This is an optimization exercise on Yosys and OpenROAD, whose aim is small area, not a production implementation.
Function was checked by simulation only, so behaviour that the tests miss may differ from the original.

<file path="design/flow/config.mk">
export PLATFORM = sky130hd
export DESIGN_NAME = qam_rx
export DESIGN_NICKNAME = qam_rx
export VERILOG_FILES = /design/flow/design.v
export SDC_FILE = /design/flow/constraint.sdc
export NUM_CORES = 8
export LEC_CHECK = 0
export CAP_MARGIN = 20
export CORE_MARGIN = 2
export CORE_UTILIZATION = 40
export SLEW_MARGIN = 20
</file>
<file path="design/flow/constraint.sdc">
create_clock -name core_clock -period 12.0 [get_ports {clk}]
set_input_delay 2.4000 -clock core_clock [delete_from_list [all_inputs] [get_ports {clk}]]
set_output_delay 2.4000 -clock core_clock [all_outputs]
set_load 0.01 [all_outputs]
</file>
<file path="design/flow/design.v">
module down_sampler_2_1(input clk,
	input reset,
	input clk_en,
	input signed [17:0] x_in,
	output reg signed [17:0] y
);
reg sampler;
reg [1:0] counter;
always @ (posedge clk)
if(clk_en)
    y <= x_in;
endmodule
module down_sampler_2_2(input clk,
	input reset,
	input clk_en,
	input signed [17:0] x_in,
	output reg signed [17:0] y
);
reg sampler;
reg [1:0] counter;
always @ (posedge clk)
if(clk_en)
    y <= x_in;
endmodule
module down_sampler_4(input clk,
	input reset,
	input clk_en,
	input signed [17:0] x_in,
	output reg signed [17:0] y
);
reg sampler;
reg [1:0] counter;
always @ (posedge clk)
if(clk_en)
    y <= x_in;
endmodule
module half_band_filter_1(
        input clk,
        input clk_en,
		input reset,
		input signed [17:0] x_in,
		output reg signed [17:0] y 
);
wire signed [17:0] b = -18'sd16941;
wire signed [17:0] b1 = 18'sd105834;
reg signed [17:0] x[8:0];
reg signed [35:0] mult_out,mult_acc;
reg signed [17:0] sum_1, sum_2,mult_in,mult_val;
reg count;
integer i;
always @ (posedge clk)
if(reset||clk_en)
count <= 1'b1;
else
count <= count + 1'b1;
always @ (posedge clk)
if(clk_en)
x[0] <= {x_in[17],x_in[17:1]};
always @ (posedge clk)
if(clk_en)
for(i = 1; i < 9; i = i +1)
x[i]<= x[i-1];
always @ *
sum_1 <= x[1]+x[7];
always @ *
sum_2 <= x[3]+x[5];
always @ *
case(count)
1'b0: mult_in <= sum_1;
1'b1: mult_in <= sum_2;
endcase
always @ *
case(count)
1'b0: mult_val <= b;
1'b1: mult_val <= b1;
endcase
always @ (posedge clk)
mult_out <= mult_in*mult_val;
always @ (posedge clk)
if(clk_en)
mult_acc <= mult_out;
else
mult_acc <= mult_acc + mult_out;
reg signed [17:0] peak_delay;
always @ (posedge clk)
peak_delay <= x[5];
always @ (posedge clk)
if(clk_en)
y <= mult_acc[35:18] + $signed({peak_delay[17],peak_delay[17:1]})+$signed({{3{peak_delay[17]}},peak_delay[17:3]})+$signed({{4{peak_delay[17]}},peak_delay[17:4]})+$signed({{5{peak_delay[17]}},peak_delay[17:5]});
endmodule
module half_band_filter_2(
        input clk,
		input reset,
		input signed [17:0] x_in,
		output reg signed [17:0] y 
);
wire signed [17:0] b = -18'sd16941;
wire signed [17:0] b1 = 18'sd105834;
reg signed [17:0] x[8:0];
reg signed [35:0] mult_out[1:0];
reg signed [17:0] sum_1, sum_2;
integer i;
always @ (posedge clk)
x[0] <= {x_in[17],x_in[17:1]};
always @ (posedge clk)
for(i = 1; i < 9; i = i +1)
x[i]<= x[i-1];
always @ *
sum_1 <= x[1]+x[7];
always @ *
sum_2 <= x[3]+x[5];
always @ *
mult_out[0] <= sum_2*b1;
always @ *
mult_out[1] <= sum_1*b;
always @ (posedge clk)
y <= mult_out[1][35:18] + mult_out[0][35:18] + $signed({x[4][17],x[4][17:1]})+$signed({{3{x[4][17]}},x[4][17:3]})+$signed({{4{x[4][17]}},x[4][17:4]});
endmodule
module rx_red2(
          input clk,
          input clk_en,
          input sym_clk,
		input reset,
		   input signed [17:0] x_in,
		   output reg signed [17:0] y   );
integer i;
localparam signed [17:0] B_0 = -18'sd91;
localparam signed [17:0] B_1 = -18'sd35;
localparam signed [17:0] B_2 = 18'sd53;
localparam signed [17:0] B_3 = 18'sd110;
localparam signed [17:0] B_4 = 18'sd92;
localparam signed [17:0] B_5 = 18'sd6;
localparam signed [17:0] B_6 = -18'sd92;
localparam signed [17:0] B_7 = -18'sd130;
localparam signed [17:0] B_8 = -18'sd79;
localparam signed [17:0] B_9 = 18'sd32;
localparam signed [17:0] B_10 = 18'sd126;
localparam signed [17:0] B_11 = 18'sd135;
localparam signed [17:0] B_12 = 18'sd48;
localparam signed [17:0] B_13 = -18'sd77;
localparam signed [17:0] B_14 = -18'sd150;
localparam signed [17:0] B_15 = -18'sd117;
localparam signed [17:0] B_16 = 18'sd3;
localparam signed [17:0] B_17 = 18'sd123;
localparam signed [17:0] B_18 = 18'sd154;
localparam signed [17:0] B_19 = 18'sd68;
localparam signed [17:0] B_20 = -18'sd73;
localparam signed [17:0] B_21 = -18'sd164;
localparam signed [17:0] B_22 = -18'sd128;
localparam signed [17:0] B_23 = 18'sd17;
localparam signed [17:0] B_24 = 18'sd164;
localparam signed [17:0] B_25 = 18'sd191;
localparam signed [17:0] B_26 = 18'sd60;
localparam signed [17:0] B_27 = -18'sd146;
localparam signed [17:0] B_28 = -18'sd271;
localparam signed [17:0] B_29 = -18'sd194;
localparam signed [17:0] B_30 = 18'sd61;
localparam signed [17:0] B_31 = 18'sd327;
localparam signed [17:0] B_32 = 18'sd391;
localparam signed [17:0] B_33 = 18'sd160;
localparam signed [17:0] B_34 = -18'sd252;
localparam signed [17:0] B_35 = -18'sd566;
localparam signed [17:0] B_36 = -18'sd520;
localparam signed [17:0] B_37 = -18'sd72;
localparam signed [17:0] B_38 = 18'sd532;
localparam signed [17:0] B_39 = 18'sd875;
localparam signed [17:0] B_40 = 18'sd651;
localparam signed [17:0] B_41 = -18'sd95;
localparam signed [17:0] B_42 = -18'sd931;
localparam signed [17:0] B_43 = -18'sd1274;
localparam signed [17:0] B_44 = -18'sd778;
localparam signed [17:0] B_45 = 18'sd376;
localparam signed [17:0] B_46 = 18'sd1504;
localparam signed [17:0] B_47 = 18'sd1804;
localparam signed [17:0] B_48 = 18'sd893;
localparam signed [17:0] B_49 = -18'sd843;
localparam signed [17:0] B_50 = -18'sd2364;
localparam signed [17:0] B_51 = -18'sd2559;
localparam signed [17:0] B_52 = -18'sd991;
localparam signed [17:0] B_53 = 18'sd1661;
localparam signed [17:0] B_54 = 18'sd3809;
localparam signed [17:0] B_55 = 18'sd3816;
localparam signed [17:0] B_56 = 18'sd1065;
localparam signed [17:0] B_57 = -18'sd3370;
localparam signed [17:0] B_58 = -18'sd6943;
localparam signed [17:0] B_59 = -18'sd6760;
localparam signed [17:0] B_60 = -18'sd1111;
localparam signed [17:0] B_61 = 18'sd9397;
localparam signed [17:0] B_62 = 18'sd21758;
localparam signed [17:0] B_63 = 18'sd31692;
localparam signed [17:0] B_64 = 18'sd35490;
reg signed [17:0]	x[128:0];	
reg signed [35:0] mult_out;
reg signed [17:0] sum_level_0[64:0];
reg signed [17:0] sum_level_1[64:0];
reg signed [35:0] sum_level_5;
always @ (posedge clk)
if(clk_en)
x[0] <= {x_in[17],x_in[17:1]};
else
x[0] <= x[0];
always @ (posedge clk)
if(clk_en)
for(i=1; i<129;i=i+1)
x[i] <= x[i-1];
else
for(i=1; i<129;i=i+1)
x[i] <= x[i];
always @ *
for(i=0;i<=63;i=i+1)
sum_level_0[i] <= x[i]+x[128-i];
always @ *
sum_level_0[64] <= x[64];
always @ (posedge clk)
for(i=0;i<65;i=i+1)
sum_level_1[i] <= sum_level_0[i];
reg [1:0] sam_mult_count,sys_mult_count;
always @ (posedge clk)
if(reset)
sys_mult_count <= 2'b0;
else
sys_mult_count <= sys_mult_count +1'b1;
always @ (posedge clk)
if(reset)
sam_mult_count <= 2'b0;
else  
sam_mult_count <= sam_mult_count +1'b1;
reg signed [35:0] mult_1,mult_2,mult_3,mult_4,mult_5,mult_6,mult_7,mult_8,mult_9,mult_10,mult_11,mult_12,mult_13,mult_14,mult_15,mult_16;
reg signed [17:0] sam_out0,sam_out1,sam_out2,sam_out3,sam_out4,sam_out5,sam_out6,sam_out7,sam_out8,sam_out9,sam_out10,sam_out11,sam_out12,sam_out13,sam_out14,sam_out15;
reg signed [17:0] sam_out0a,sam_out1a,sam_out2a,sam_out3a,sam_out4a,sam_out5a,sam_out6a,sam_out7a,sam_out8a,sam_out9a,sam_out10a,sam_out11a,sam_out12a,sam_out13a,sam_out14a,sam_out15a;
reg signed [17:0] b_out0a,b_out1a,b_out2a,b_out3a,b_out4a,b_out5a,b_out6a,b_out7a,b_out8a,b_out9a,b_out10a,b_out11a,b_out12a,b_out13a,b_out14a,b_out15a;
reg signed [17:0] b_out0,b_out1,b_out2,b_out3,b_out4,b_out5,b_out6,b_out7,b_out8,b_out9,b_out10,b_out11,b_out12,b_out13,b_out14,b_out15;
reg signed [17:0] sys_out0,sys_out1,sys_out2,sys_out3;
reg signed [17:0] b_sys_out0,b_sys_out1,b_sys_out2,b_sys_out3;
always @ (*)
begin
case(sam_mult_count)
2'b00: sam_out0<= sum_level_1[0];
2'b01: sam_out0<= sum_level_1[1];
2'b10: sam_out0<= sum_level_1[2];
2'b11: sam_out0<= sum_level_1[3];
endcase
end
always @ (*)
begin
case(sam_mult_count)
2'b00: sam_out1<= sum_level_1[4];
2'b01: sam_out1<= sum_level_1[5];
2'b10: sam_out1<= sum_level_1[6];
2'b11: sam_out1<= sum_level_1[7];
endcase
end
always @ (*)
begin
case(sam_mult_count)
2'b00: sam_out2<= sum_level_1[8];
2'b01: sam_out2<= sum_level_1[9];
2'b10: sam_out2<= sum_level_1[10];
2'b11: sam_out2<= sum_level_1[11];
endcase
end
always @ (*)
begin
case(sam_mult_count)
2'b00: sam_out3<= sum_level_1[12];
2'b01: sam_out3<= sum_level_1[13];
2'b10: sam_out3<= sum_level_1[14];
2'b11: sam_out3<= sum_level_1[15];
endcase
end
always @ (*)
begin
case(sam_mult_count)
2'b00: sam_out4<= sum_level_1[16];
2'b01: sam_out4<= sum_level_1[17];
2'b10: sam_out4<= sum_level_1[18];
2'b11: sam_out4<= sum_level_1[19];
endcase
end
always @ (*)
begin
case(sam_mult_count)
2'b00: sam_out5<= sum_level_1[20];
2'b01: sam_out5<= sum_level_1[21];
2'b10: sam_out5<= sum_level_1[22];
2'b11: sam_out5<= sum_level_1[23];
endcase
end
always @ (*)
begin
case(sam_mult_count)
2'b00: sam_out6<= sum_level_1[24];
2'b01: sam_out6<= sum_level_1[25];
2'b10: sam_out6<= sum_level_1[26];
2'b11: sam_out6<= sum_level_1[27];
endcase
end
always @ (*)
begin
case(sam_mult_count)
2'b00: sam_out7<= sum_level_1[28];
2'b01: sam_out7<= sum_level_1[29];
2'b10: sam_out7<= sum_level_1[30];
2'b11: sam_out7<= sum_level_1[31];
endcase
end
always @ (*)
begin
case(sam_mult_count)
2'b00: sam_out8<= sum_level_1[32];
2'b01: sam_out8<= sum_level_1[33];
2'b10: sam_out8<= sum_level_1[34];
2'b11: sam_out8<= sum_level_1[35];
endcase
end
always @ (*)
begin
case(sam_mult_count)
2'b00: sam_out9<= sum_level_1[36];
2'b01: sam_out9<= sum_level_1[37];
2'b10: sam_out9<= sum_level_1[38];
2'b11: sam_out9<= sum_level_1[39];
endcase
end
always @ (*)
begin
case(sam_mult_count)
2'b00: sam_out10<= sum_level_1[40];
2'b01: sam_out10<= sum_level_1[41];
2'b10: sam_out10<= sum_level_1[42];
2'b11: sam_out10<= sum_level_1[43];
endcase
end
always @ (*)
begin
case(sam_mult_count)
2'b00: sam_out11<= sum_level_1[44];
2'b01: sam_out11<= sum_level_1[45];
2'b10: sam_out11<= sum_level_1[46];
2'b11: sam_out11<= sum_level_1[47];
endcase
end
always @ (*)
begin
case(sam_mult_count)
2'b00: sam_out12<= sum_level_1[48];
2'b01: sam_out12<= sum_level_1[49];
2'b10: sam_out12<= sum_level_1[50];
2'b11: sam_out12<= sum_level_1[51];
endcase
end
always @ (*)
begin
case(sam_mult_count)
2'b00: sam_out13<= sum_level_1[52];
2'b01: sam_out13<= sum_level_1[53];
2'b10: sam_out13<= sum_level_1[54];
2'b11: sam_out13<= sum_level_1[55];
endcase
end
always @ (*)
begin
case(sam_mult_count)
2'b00: sam_out14<= sum_level_1[56];
2'b01: sam_out14<= sum_level_1[57];
2'b10: sam_out14<= sum_level_1[58];
2'b11: sam_out14<= sum_level_1[59];
endcase
end
always @ (*)
begin
case(sam_mult_count)
2'b00: sam_out15<= sum_level_1[60];
2'b01: sam_out15<= sum_level_1[61];
2'b10: sam_out15<= sum_level_1[62];
2'b11: sam_out15<= sum_level_1[63];
endcase
end
always @ (posedge clk)
sam_out0a <= sam_out0;
always @ (posedge clk)
sam_out1a <= sam_out1;
always @ (posedge clk)
sam_out2a <= sam_out2;
always @ (posedge clk)
sam_out3a <= sam_out3;
always @ (posedge clk)
sam_out4a <= sam_out4;
always @ (posedge clk)
sam_out5a <= sam_out5;
always @ (posedge clk)
sam_out6a <= sam_out6;
always @ (posedge clk)
sam_out7a <= sam_out7;
always @ (posedge clk)
sam_out8a <= sam_out8;
always @ (posedge clk)
sam_out9a <= sam_out9;
always @ (posedge clk)
sam_out10a <= sam_out10;
always @ (posedge clk)
sam_out11a <= sam_out11;
always @ (posedge clk)
sam_out12a <= sam_out12;
always @ (posedge clk)
sam_out13a <= sam_out13;
always @ (posedge clk)
sam_out14a <= sam_out14;
always @ (posedge clk)
sam_out15a <= sam_out15;
always @ (*)
begin
case(sam_mult_count)
2'b00: b_out0<= B_0;
2'b01: b_out0<= B_1;
2'b10: b_out0<= B_2;
2'b11: b_out0<= B_3;
endcase
end
always @ (*)
begin
case(sam_mult_count)
2'b00: b_out1<= B_4;
2'b01: b_out1<= B_5;
2'b10: b_out1<= B_6;
2'b11: b_out1<= B_7;
endcase
end
always @ (*)
begin
case(sam_mult_count)
2'b00: b_out2<= B_8;
2'b01: b_out2<= B_9;
2'b10: b_out2<= B_10;
2'b11: b_out2<= B_11;
endcase
end
always @ (*)
begin
case(sam_mult_count)
2'b00: b_out3<= B_12;
2'b01: b_out3<= B_13;
2'b10: b_out3<= B_14;
2'b11: b_out3<= B_15;
endcase
end
always @ (*)
begin
case(sam_mult_count)
2'b00: b_out4<= B_16;
2'b01: b_out4<= B_17;
2'b10: b_out4<= B_18;
2'b11: b_out4<= B_19;
endcase
end
always @ (*)
begin
case(sam_mult_count)
2'b00: b_out5<= B_20;
2'b01: b_out5<= B_21;
2'b10: b_out5<= B_22;
2'b11: b_out5<= B_23;
endcase
end
always @ (*)
begin
case(sam_mult_count)
2'b00: b_out6<= B_24;
2'b01: b_out6<= B_25;
2'b10: b_out6<= B_26;
2'b11: b_out6<= B_27;
endcase
end
always @ (*)
begin
case(sam_mult_count)
2'b00: b_out7<= B_28;
2'b01: b_out7<= B_29;
2'b10: b_out7<= B_30;
2'b11: b_out7<= B_31;
endcase
end
always @ (*)
begin
case(sam_mult_count)
2'b00: b_out8<= B_32;
2'b01: b_out8<= B_33;
2'b10: b_out8<= B_34;
2'b11: b_out8<= B_35;
endcase
end
always @ (*)
begin
case(sam_mult_count)
2'b00: b_out9<= B_36;
2'b01: b_out9<= B_37;
2'b10: b_out9<= B_38;
2'b11: b_out9<= B_39;
endcase
end
always @ (*)
begin
case(sam_mult_count)
2'b00: b_out10<= B_40;
2'b01: b_out10<= B_41;
2'b10: b_out10<= B_42;
2'b11: b_out10<= B_43;
endcase
end
always @ (*)
begin
case(sam_mult_count)
2'b00: b_out11<= B_44;
2'b01: b_out11<= B_45;
2'b10: b_out11<= B_46;
2'b11: b_out11<= B_47;
endcase
end
always @ (*)
begin
case(sam_mult_count)
2'b00: b_out12<= B_48;
2'b01: b_out12<= B_49;
2'b10: b_out12<= B_50;
2'b11: b_out12<= B_51;
endcase
end
always @ (*)
begin
case(sam_mult_count)
2'b00: b_out13<= B_52;
2'b01: b_out13<= B_53;
2'b10: b_out13<= B_54;
2'b11: b_out13<= B_55;
endcase
end
always @ (*)
begin
case(sam_mult_count)
2'b00: b_out14<= B_56;
2'b01: b_out14<= B_57;
2'b10: b_out14<= B_58;
2'b11: b_out14<= B_59;
endcase
end
always @ (*)
begin
case(sam_mult_count)
2'b00: b_out15<= B_60;
2'b01: b_out15<= B_61;
2'b10: b_out15<= B_62;
2'b11: b_out15<= B_63;
endcase
end
always @ (posedge clk)
b_out0a <= b_out0;
always @ (posedge clk)
b_out1a <= b_out1;
always @ (posedge clk)
b_out2a <= b_out2;
always @ (posedge clk)
b_out3a <= b_out3;
always @ (posedge clk)
b_out4a <= b_out4;
always @ (posedge clk)
b_out5a <= b_out5;
always @ (posedge clk)
b_out6a <= b_out6;
always @ (posedge clk)
b_out7a <= b_out7;
always @ (posedge clk)
b_out8a <= b_out8;
always @ (posedge clk)
b_out9a <= b_out9;
always @ (posedge clk)
b_out10a <= b_out10;
always @ (posedge clk)
b_out11a <= b_out11;
always @ (posedge clk)
b_out12a <= b_out12;
always @ (posedge clk)
b_out13a <= b_out13;
always @ (posedge clk)
b_out14a <= b_out14;
always @ (posedge clk)
b_out15a <= b_out15;
reg signed [17:0] sys_out0a,sys_out1a,sys_out2a,sys_out3a,sys_out4a,sys_out5a,sys_out6a,sys_out7a;
reg signed [17:0] b_sys_out0a,b_sys_out1a,b_sys_out2a,b_sys_out3a,b_sys_out4a,b_sys_out5a,b_sys_out6a,b_sys_out7a;
always @ (posedge clk)
mult_1 <= sam_out0a*b_out0a;
always @ (posedge clk)
mult_2 <= sam_out1a*b_out1a;
always @ (posedge clk)
mult_3 <= sam_out2a*b_out2a;
always @ (posedge clk)
mult_4 <= sam_out3a*b_out3a;
always @ (posedge clk)
mult_5 <= sam_out4a*b_out4a;
always @ (posedge clk)
mult_6 <= sam_out5a*b_out5a;
always @ (posedge clk)
mult_7 <= sam_out6a*b_out6a;
always @ (posedge clk)
mult_8 <= sam_out7a*b_out7a;
always @ (posedge clk)
mult_9 <= sam_out8a*b_out8a;
always @ (posedge clk)
mult_10 <= sam_out9a*b_out9a;
always @ (posedge clk)
mult_11 <= sam_out10a*b_out10a;
always @ (posedge clk)
mult_12 <= sam_out11a*b_out11a;
always @ (posedge clk)
mult_13 <= sam_out12a*b_out12a;
always @ (posedge clk)
mult_14 <= sam_out13a*b_out13a;
always @ (posedge clk)
mult_15 <= sam_out14a*b_out14a;
always @ (posedge clk)
mult_16 <= sam_out15a*b_out15a;
reg signed [35:0] mult_acc1, mult_acc2, mult_acc3, mult_acc4,mult_acc5, mult_acc6, mult_acc7, mult_acc8,mult_acc9, mult_acc10, mult_acc11, mult_acc12,mult_acc13, mult_acc14, mult_acc15, mult_acc16;
reg signed [35:0] mult_acc1_delayed[2:0], mult_acc2_delayed[2:0], mult_acc3_delayed[2:0], mult_acc4_delayed[2:0],mult_out_delayed[2:0],mult_acc5_delayed[2:0], mult_acc6_delayed[2:0], mult_acc7_delayed[2:0], mult_acc8_delayed[2:0],mult_acc9_delayed[2:0], mult_acc10_delayed[2:0], mult_acc11_delayed[2:0], mult_acc12_delayed[2:0],mult_acc13_delayed[2:0], mult_acc14_delayed[2:0], mult_acc15_delayed[2:0], mult_acc16_delayed[2:0];
always @ (posedge clk)
if(clk_en)
mult_acc1 <= mult_1;
else
mult_acc1 <= mult_acc1 + mult_1;
always @ (posedge clk)
if(clk_en)
mult_acc2 <= mult_2;
else
mult_acc2 <= mult_acc2 + mult_2;
always @ (posedge clk)
if(clk_en)
mult_acc3 <= mult_3;
else
mult_acc3 <= mult_acc3 + mult_3;
always @ (posedge clk)
if(clk_en)
mult_acc4 <= mult_4;
else
mult_acc4 <= mult_acc4 + mult_4;
always @ (posedge clk)
if(clk_en)
mult_acc5 <= mult_5;
else
mult_acc5 <= mult_acc5 + mult_5;
always @ (posedge clk)
if(clk_en)
mult_acc6 <= mult_6;
else
mult_acc6 <= mult_acc6 + mult_6;
always @ (posedge clk)
if(clk_en)
mult_acc7 <= mult_7;
else
mult_acc7 <= mult_acc7 + mult_7;
always @ (posedge clk)
if(clk_en)
mult_acc8 <= mult_8;
else
mult_acc8 <= mult_acc8 + mult_8;
always @ (posedge clk)
if(clk_en)
mult_acc9 <= mult_9;
else
mult_acc9 <= mult_acc9 + mult_9;
always @ (posedge clk)
if(clk_en)
mult_acc10 <= mult_10;
else
mult_acc10 <= mult_acc10 + mult_10;
always @ (posedge clk)
if(clk_en)
mult_acc11 <= mult_11;
else
mult_acc11 <= mult_acc11 + mult_11;
always @ (posedge clk)
if(clk_en)
mult_acc12 <= mult_12;
else
mult_acc12 <= mult_acc12 + mult_12;
always @ (posedge clk)
if(clk_en)
mult_acc13 <= mult_13;
else
mult_acc13 <= mult_acc13 + mult_13;
always @ (posedge clk)
if(clk_en)
mult_acc14 <= mult_14;
else
mult_acc14 <= mult_acc14 + mult_14;
always @ (posedge clk)
if(clk_en)
mult_acc15 <= mult_15;
else
mult_acc15 <= mult_acc15 + mult_15;
always @ (posedge clk)
if(clk_en)
mult_acc16 <= mult_16;
else
mult_acc16 <= mult_acc16 + mult_16;
always @ (posedge clk)
if(clk_en)
mult_out <= sum_level_1[64] * B_64;
always @ (posedge clk)
if(clk_en)
mult_acc1_delayed[0] <= mult_acc1;
always @ (posedge clk)
if(clk_en)
mult_acc2_delayed[0] <= mult_acc2;
always @ (posedge clk)
if(clk_en)
mult_acc3_delayed[0] <= mult_acc3;
always @ (posedge clk)
if(clk_en)
mult_acc4_delayed[0] <= mult_acc4;
always @ (posedge clk)
if(clk_en)
mult_acc5_delayed[0] <= mult_acc5;
always @ (posedge clk)
if(clk_en)
mult_acc6_delayed[0] <= mult_acc6;
always @ (posedge clk)
if(clk_en)
mult_acc7_delayed[0] <= mult_acc7;
always @ (posedge clk)
if(clk_en)
mult_acc8_delayed[0] <= mult_acc8;
always @ (posedge clk)
if(clk_en)
mult_acc9_delayed[0] <= mult_acc9;
always @ (posedge clk)
if(clk_en)
mult_acc10_delayed[0] <= mult_acc10;
always @ (posedge clk)
if(clk_en)
mult_acc11_delayed[0] <= mult_acc11;
always @ (posedge clk)
if(clk_en)
mult_acc12_delayed[0] <= mult_acc12;
always @ (posedge clk)
if(clk_en)
mult_acc13_delayed[0] <= mult_acc13;
always @ (posedge clk)
if(clk_en)
mult_acc14_delayed[0] <= mult_acc14;
always @ (posedge clk)
if(clk_en)
mult_acc15_delayed[0] <= mult_acc15;
always @ (posedge clk)
if(clk_en)
mult_acc16_delayed[0] <= mult_acc16;
always @ (posedge clk)
if(clk_en)
mult_out_delayed[0] <= mult_out;
always @ (posedge clk)
for(i=1;i<3;i=i+1)
mult_acc1_delayed[i]<=mult_acc1_delayed[i-1];
always @ (posedge clk)
for(i=1;i<3;i=i+1)
mult_acc2_delayed[i]<=mult_acc2_delayed[i-1];
always @ (posedge clk)
for(i=1;i<3;i=i+1)
mult_acc3_delayed[i]<=mult_acc3_delayed[i-1];
always @ (posedge clk)
for(i=1;i<3;i=i+1)
mult_acc4_delayed[i]<=mult_acc4_delayed[i-1];
always @ (posedge clk)
for(i=1;i<3;i=i+1)
mult_out_delayed[i]<=mult_out_delayed[i-1];
always @ *
sum_level_5 <= mult_acc1_delayed[0]+mult_acc2_delayed[0]+mult_acc3_delayed[0]+mult_acc4_delayed[0]+mult_out_delayed[0]+mult_acc5_delayed[0]+mult_acc6_delayed[0]+mult_acc7_delayed[0]+mult_acc8_delayed[0]+mult_acc9_delayed[0]+mult_acc10_delayed[0]+mult_acc11_delayed[0]+mult_acc12_delayed[0]+mult_acc13_delayed[0]+mult_acc14_delayed[0]+mult_acc15_delayed[0]+mult_acc16_delayed[0];
always @ (posedge clk)
if(clk_en)
y <= sum_level_5[35:18];
   endmodule
module i_rx(
    input clk,
    input clk_50,
    input clear_accum,
	 input [3:0] sw,
    input sym_clk,
    input sam_clk,
    input clk_int,
    input signed [17:0] data_in,
    input reset,
    output reg signed [17:0] data_out
);
wire signed [17:0] data_up, tx_data, rx_data, data_down, tx_data1;
reg signed [17:0] delayed_rx1, delayed_rx2,delayed_rx3,delayed_rx4, rx, delayed_in;
always @ *
data_out <= data_down;
always @ (posedge clk)
if(sam_clk)
delayed_rx1 <= rx_data;
always @ (posedge clk)
if(sam_clk)
delayed_rx2 <= delayed_rx1;
always @ (posedge clk)
if(sam_clk)
delayed_rx3 <= delayed_rx2;
always @ (posedge clk)
if(sam_clk)
delayed_rx4 <= delayed_rx3;
always @ *
case(sw[2:0])
2'd0: rx <= delayed_rx1;
2'd1:rx <= delayed_rx2;
2'd2:rx <= delayed_rx3;
2'd3: rx <= delayed_rx4;
3'd4: rx <= rx_data;
default: rx <= rx_data;
endcase
wire signed [17:0] up1,half1,up2,half2,down1,half3,down2,half4;
always @ (posedge clk)
delayed_in <= data_in;
half_band_filter_2 HALF3(
    .clk(clk),
    .reset(reset),
    .x_in(delayed_in),
    .y(half3)
);
down_sampler_2_1 DOWN1(
    .clk(clk),
    .reset(reset),
    .clk_en(clk_int),
    .x_in(half3),
    .y(down1)
);
half_band_filter_1 HALF4(
    .clk(clk),
    .clk_en(clk_int),
    .reset(reset),
    .x_in(down1),
    .y(half4)
);
reg signed [17:0] half4_delay;
always @ (posedge clk)
if(clk_int)
half4_delay <= half4;
down_sampler_2_2 DOWN2(
    .clk(clk),
    .reset(reset),
    .clk_en(sam_clk),
    .x_in(half4),
    .y(down2)
);
rx_red2 RECEIVER(
    .clk(clk),
    .clk_en(sam_clk),
	 .sym_clk(sym_clk),
    .reset(reset),
    .x_in(down2),
    .y(rx_data)
);
down_sampler_4 DOWNER(
    .clk(clk),
    .clk_en(sym_clk),
    .x_in(rx),
    .y(data_down)
);
endmodule
module q_rx(
    input clk,
    input clk_50,
    input clear_accum,
	 input [3:0] sw,
    input sym_clk,
    input sam_clk,
    input clk_int,
    input signed [17:0] data_in,
    input reset,
    output reg signed [17:0] data_out
);
wire signed [17:0] data_up, tx_data, rx_data, data_down, tx_data1;
reg signed [17:0] delayed_rx1, delayed_rx2,delayed_rx3,delayed_rx4, rx;
always @ *
data_out <= data_down;
always @ (posedge clk)
if(sam_clk)
delayed_rx1 <= rx_data;
always @ (posedge clk)
if(sam_clk)
delayed_rx2 <= delayed_rx1;
always @ (posedge clk)
if(sam_clk)
delayed_rx3 <= delayed_rx2;
always @ (posedge clk)
if(sam_clk)
delayed_rx4 <= delayed_rx3;
always @ *
case(sw[2:0])
2'd0: rx <= delayed_rx1;
2'd1:rx <= delayed_rx2;
2'd2:rx <= delayed_rx3;
2'd3: rx <= delayed_rx4;
3'd4: rx <= rx_data;
default: rx <= rx_data;
endcase
wire signed [17:0] up1,half1,up2,half2,down1,half3,down2,half4;
half_band_filter_2 HALF3(
    .clk(clk),
    .reset(reset),
    .x_in(data_in),
    .y(half3)
);
down_sampler_2_1 DOWN1(
    .clk(clk),
    .reset(reset),
    .clk_en(clk_int),
    .x_in(half3),
    .y(down1)
);
half_band_filter_1 HALF4(
    .clk(clk),
    .clk_en(clk_int),
    .reset(reset),
    .x_in(down1),
    .y(half4)
);
reg signed [17:0] half4_delay;
always @ (posedge clk)
if(clk_int)
half4_delay <= half4;
down_sampler_2_2 DOWN2(
    .clk(clk),
    .reset(reset),
    .clk_en(sam_clk),
    .x_in(half4_delay),
    .y(down2)
);
rx_red2 RECEIVER(
    .clk(clk),
    .clk_en(sam_clk),
	 .sym_clk(sym_clk),
    .reset(reset),
    .x_in(down2),
    .y(rx_data)
);
down_sampler_4 DOWNER(
    .clk(clk),
    .clk_en(sym_clk),
    .x_in(rx),
    .y(data_down)
);
endmodule
module qam_rx(
    input clk,
    input reset,
    input [2:0] sw,
    input signed [17:0] rf_in,
    output signed [17:0] dec_var_i,
    output signed [17:0] dec_var_q
);
reg clk_smp, clk_sym, clk_int;
reg [3:0] clk_phase;
wire clear_accum_i = 1'b0;
always @ *
case(clk_phase[1:0])
2'b11: clk_smp <= 1'b1;
default: clk_smp <= 1'b0;
endcase
always @ *
case(clk_phase[0])
1'b1: clk_int <= 1'b1;
default: clk_int <= 1'b0;
endcase
always @ *
case(clk_phase)
4'b1111: clk_sym <= 1'b1;
default: clk_sym <= 1'b0;
endcase
always @ (posedge clk)
if(reset)
clk_phase <= 0;
else
clk_phase <= clk_phase +1'b1;
reg [1:0] up_counter;
always @ (posedge clk)
if(reset||clear_accum_i)
up_counter <= 1'b0;
else
up_counter <= up_counter + 1'b1;
wire signed [17:0] ch_out = rf_in;
reg signed [17:0] down_i,down_q;
always @ *
case(up_counter)
2'd0: down_i <= ch_out;
2'd2: down_i <= -ch_out;
default: down_i <= 18'sd0;
endcase
always @ *
case(up_counter)
2'd1: down_q <= -ch_out;
2'd3: down_q <= ch_out;
default: down_q <= 18'sd0;
endcase
i_rx RXI(
    .clk(clk),
    .clk_50(1'b0),
    .clk_int(clk_int),
    .clear_accum(clear_accum_i),
    .sw({1'b0,sw}),
    .sym_clk(clk_sym),
    .sam_clk(clk_smp),
    .reset(reset),
    .data_in(down_i),
    .data_out(dec_var_i)
);
q_rx RXQ(
    .clk(clk),
    .clk_50(1'b0),
    .clk_int(clk_int),
    .clear_accum(clear_accum_i),
    .sw({1'b0,sw}),
    .sym_clk(clk_sym),
    .sam_clk(clk_smp),
    .reset(reset),
    .data_in(down_q),
    .data_out(dec_var_q)
);
endmodule
</file>
<file path="design/flow/run.sh">
#!/bin/bash
# synth_recipe.tcl (not shown) runs the flow's synth.tcl, then flattens the netlist and writes it again
# the make line also repeats each setting of config.mk as NAME=value (left out here)
make -C /OpenROAD-flow-scripts/flow DESIGN_CONFIG=/design/flow/config.mk WORK_HOME=/design/flow/orfs CLKGATE_MAP_FILE= SYNTH_SCRIPT=/design/flow/synth_recipe.tcl finish
</file>
==> results.cfg <==
[drt]
detail_route.first_pass.iterations = 9
vias = 560000
avgRoutedWirePerCell_um = 21.0
route.detailed.drc = 0
drt_iter0_markers = 43100
drt-vias-per-instance = 5.00
drtAntennaViolNets = 0
drt_wl_total_um = 2360000

[worst_setup_path]
worstReg2RegStart = RXQ.HALF3.x[1][0]
timing.critical_path.required_ns = 13.40
worst_path_max_delay_cell = fa_1
crit_path_max_incr_delay_ns = 0.54
critPathLaunch = RXQ.HALF3.x[1][0]
crit_top_cell = fa_1
crit_path_arrival_time_ns = 12.75
reg2regPathDepth = 52
crit_path_end = RXQ.HALF3.y[17]
critical_path.reg2reg.endpoint = RXQ.HALF3.y[17]
worstSetupStartpointType = flip-flop
crit_type = flip-flop to flip-flop
timing.critical_path.to_type = flip-flop
r2r_setup_slack_ns = 0.66
path_max_fanout = 4

[sta]
finalHoldViolCount = 0
timing.max_slew.rel_slack = 0.179
finalClockSkew_ns = 0.144
final_min_period_over_clock_period = 0.945
final_max_slew_viol_count = 0
max_freq_mhz = 88.2
setup_viol_count_final = 0
worst_pin_slew_ns = 1.23
finalCriticalPeriod_ns = 11.34

[flow_run]
maxCapViolations = 0

[die]
fp.dieW_um = 1490
die_height_um = 1490
core_um2 = 2210000
fp.dieArea_um2 = 2230000
number_of_core_rows = 547
num_ports = 59
initial_utilization = 0.400

[placed_design]
port_buffers = 58
gp_routability_congestion = 0.932
hpwl_after_detailed_placement_um = 1910000

[clock_network]
clock_sink_count = 12000
tritoncts = done
cts_hold_repair.buffers = 0
cts-htree-levels = 7
numCtsBuffers = 1374
clkTransAtPathRegs_ns = 0.06
worstSkewPairLatency_ns = 1.58
ctsLongestPathBuffers = 6
clock-root-buffer = clkbuf_16

[logic_synthesis]
synth_area_um2 = 887000
avg_synthesized_cell_area_um2 = 11.0
synth_cell_type_count = 92
synthesis.yosys.warnings = 32
ys_seq_area_frac = 0.342
synthCells = 80500
synth_edf_count = 6273
ys_dominant_reg_cell = edfxtp_1
postSynth.asyncResetShare = 0
number_of_synthesized_register_bits = 12000

[layout]
share_of_post_route_cells_with_drive_strength_above_1 = 0.0417
flow.area_growth_from_synthesis_pct = 9.68
post_route_utilization = 0.439
layout.nets = 101000

[global_route]
antenna_found_initial = 275
first_global_vias = 584000
grt_remaining_overflow = 0
grt_pass1_wl_um = 3590000
maximum_number_of_pins_on_one_net_before_global_route_repair = 216
grt_util_all_layers = 0.210

[worst_hold_path]
hp-class = flip-flop to flip-flop

[status]
run_status = complete, no violations
==> layer usage <==
layer	part of all wire	GRT usage	vias to the layer above	wire (um)
met1	0.46	0.304	281000	1100000
met3	0.069	0.0402	2697	161000
met5	0.00016	0	-	380
met4	0.026	0.0494	58	60800
li1	-	-	263000	-
met2	0.44	0.327	13600	1040000
==> cells by family after synthesis <==
kind of cell	share of synthesized area
other	0.00000423
buffers and inverters	0.0750
multiplexers	0.00331
AND/OR/NAND/NOR	0.0786
AO/OA/AOI/OAI	0.0868
adder cells (fa/ha/maj)	0.374
flip-flops	0.342
XOR/XNOR	0.0398
==> worst min path at each step <==
| stage | slack, ns | startpoint | end | cells past startpoint |
|---|---|---|---|---|
| floorplan | 0.31 | RXI.delayed_in[1] | RXI.HALF3.x[0][0] | 0 |
| global placement | 0.31 | RXI.HALF3.x[0][14] | RXI.HALF3.x[1][14] | 0 |
| detailed placement | 0.31 | RXQ.HALF3.x[4][0] | RXQ.HALF3.x[5][0] | 0 |
| CTS | 0.32 | RXI.delayed_in[4] | RXI.HALF3.x[0][3] | 0 |
| global route | 0.33 | RXI.HALF3.x[0][4] | RXI.HALF3.x[1][4] | 0 |
| finish | 0.33 | RXI.HALF3.x[0][5] | RXI.HALF3.x[1][5] | 0 |
==> cells in the final DEF (no fill, tap or decap), types with 1421 or more instances in the layout <==
master and count:
a21oi_1 3460, clkbuf_16 1421, ha_1 8013, nor2_1 3296
xnor2_1 2884, edfxtp_1 6273, inv_1 16200, o21ai_0 3586
dfxtp_1 5718, and2_1 2433, fa_1 11600, nand2_1 5213
==> repair_timing <==
action,in CTS,in global routing
buffers inserted,0,2
gates resized for setup,3,27
pin swaps,0,8
setup endpoints to repair,2,7
==> cell type report <==
class / instances / area, um^2
Multi-Input combinational cell: 50800 / 517000
Clock inverter: 609 / 7000
Fill cell: 207000 / 1240000
Inverter: 16200 / 60900
Antenna cell: 135 / 338
Clock buffer: 1960 / 39400
Timing Repair Buffer: 861 / 7320
Sequential cell: 12000 / 304000
Tap cell: 29400 / 36700
==> registers in the layout, indices dropped and copies added (netlist names), 136 cells and up <==
| register | flops |
|---|---|
| RXQ.RECEIVER.sum_level_1 | 1169 |
| RXI.HALF4.x | 136 |
| RXI.HALF3.x | 136 |
| RXI.RECEIVER.x | 2193 |
| RXI.RECEIVER.sum_level_1 | 1169 |
| RXQ.HALF3.x | 136 |
| RXQ.HALF4.x | 136 |
| RXQ.RECEIVER.x | 2193 |
==> worst max-delay path: cells and delay by family (launching register included) <==
kind	cells	cell delay, ns
adders and majority gates	13	5.15
AOI/OAI and AO/OA	15	2.64
and+or+nand+nor	9	1.24
buffers and inverters	10	1.02
xor gates and xnor gates	5	0.93
DFF	1	0.31
==> per-stage QoR <==
| stage | setup TNS (ns) | cell area (um^2) | hold WS (ns) | setup slack [ns] | std cells |
|---|---|---|---|---|---|
| 6_report | 0 | 973000 | 0.326 | 0.657 | 112000 |
| 3_3_place_gp | -0.585 | 926000 | 0.313 | -0.332 | 109000 |
| 3_5_place_dp | -0.0240 | 926000 | 0.312 | -0.0219 | 109000 |
| 5_1_grt | -0.0755 | 972000 | 0.331 | -0.0408 | 112000 |
| 4_1_cts | 0 | 972000 | 0.324 | 0.0180 | 112000 |
| 2_1_floorplan | - | 887000 | 0.310 | -128.44 | 80500 |
==> synth_stat cells (all sizes together), types with 111 or more instances <==
cell	instances	share of area
a21o	1263	0.011
xnor2	2891	0.029
xor2	1136	0.011
nand2b	915	0.0065
a21boi	559	0.0047
clkbuf	1369	0.0058
o21a	354	0.0030
a211o	123	0.0012
buf	111	0.00048
inv	16200	0.069
a211oi	410	0.0035
or2	122	0.00086
nand4	128	0.00090
nor4	138	0.00097
o21bai	404	0.0034
a21oi	3511	0.020
a31oi	218	0.0015
o31ai	196	0.0017
a222oi	578	0.0065
or3	208	0.0015
dfxtp	5749	0.13
fa	11600	0.26
mux2	121	0.0015
nand2	5213	0.022
and2	2434	0.017
nor2b	637	0.0045
nand3	440	0.0025
nor2	3296	0.014
nor3	693	0.0039
o21ai	3591	0.020
and3	289	0.0020
edfxtp	6273	0.21
ha	8020	0.11

-- what the ideal ports hide --
Ports are ideal in the flow. The routed layout listed here was re-timed in OpenROAD.
Step 1 sets driving cells, clkbuf_16 on the clock port and buf_2 on the other inputs (assumed; they add their load-dependent delay and slew).
Step 2 also shifts input and output timing later by t, the mid clock arrival at the registers, as if the neighbouring blocks saw the same clock.
Three values: no drivers, after step 1, after step 2; two values: the first two.
t (ns): 1.711
setup WS [ns]: 0.657 / 0.657 / 0.657
worst setup path at the end: register to register
clock arrival spread, ns: 0.180 / 0.179
After both steps setup and hold are still met in this run. The setup slack of this run moves by 0.000 ns with the drivers and by 0.000 ns with both steps.
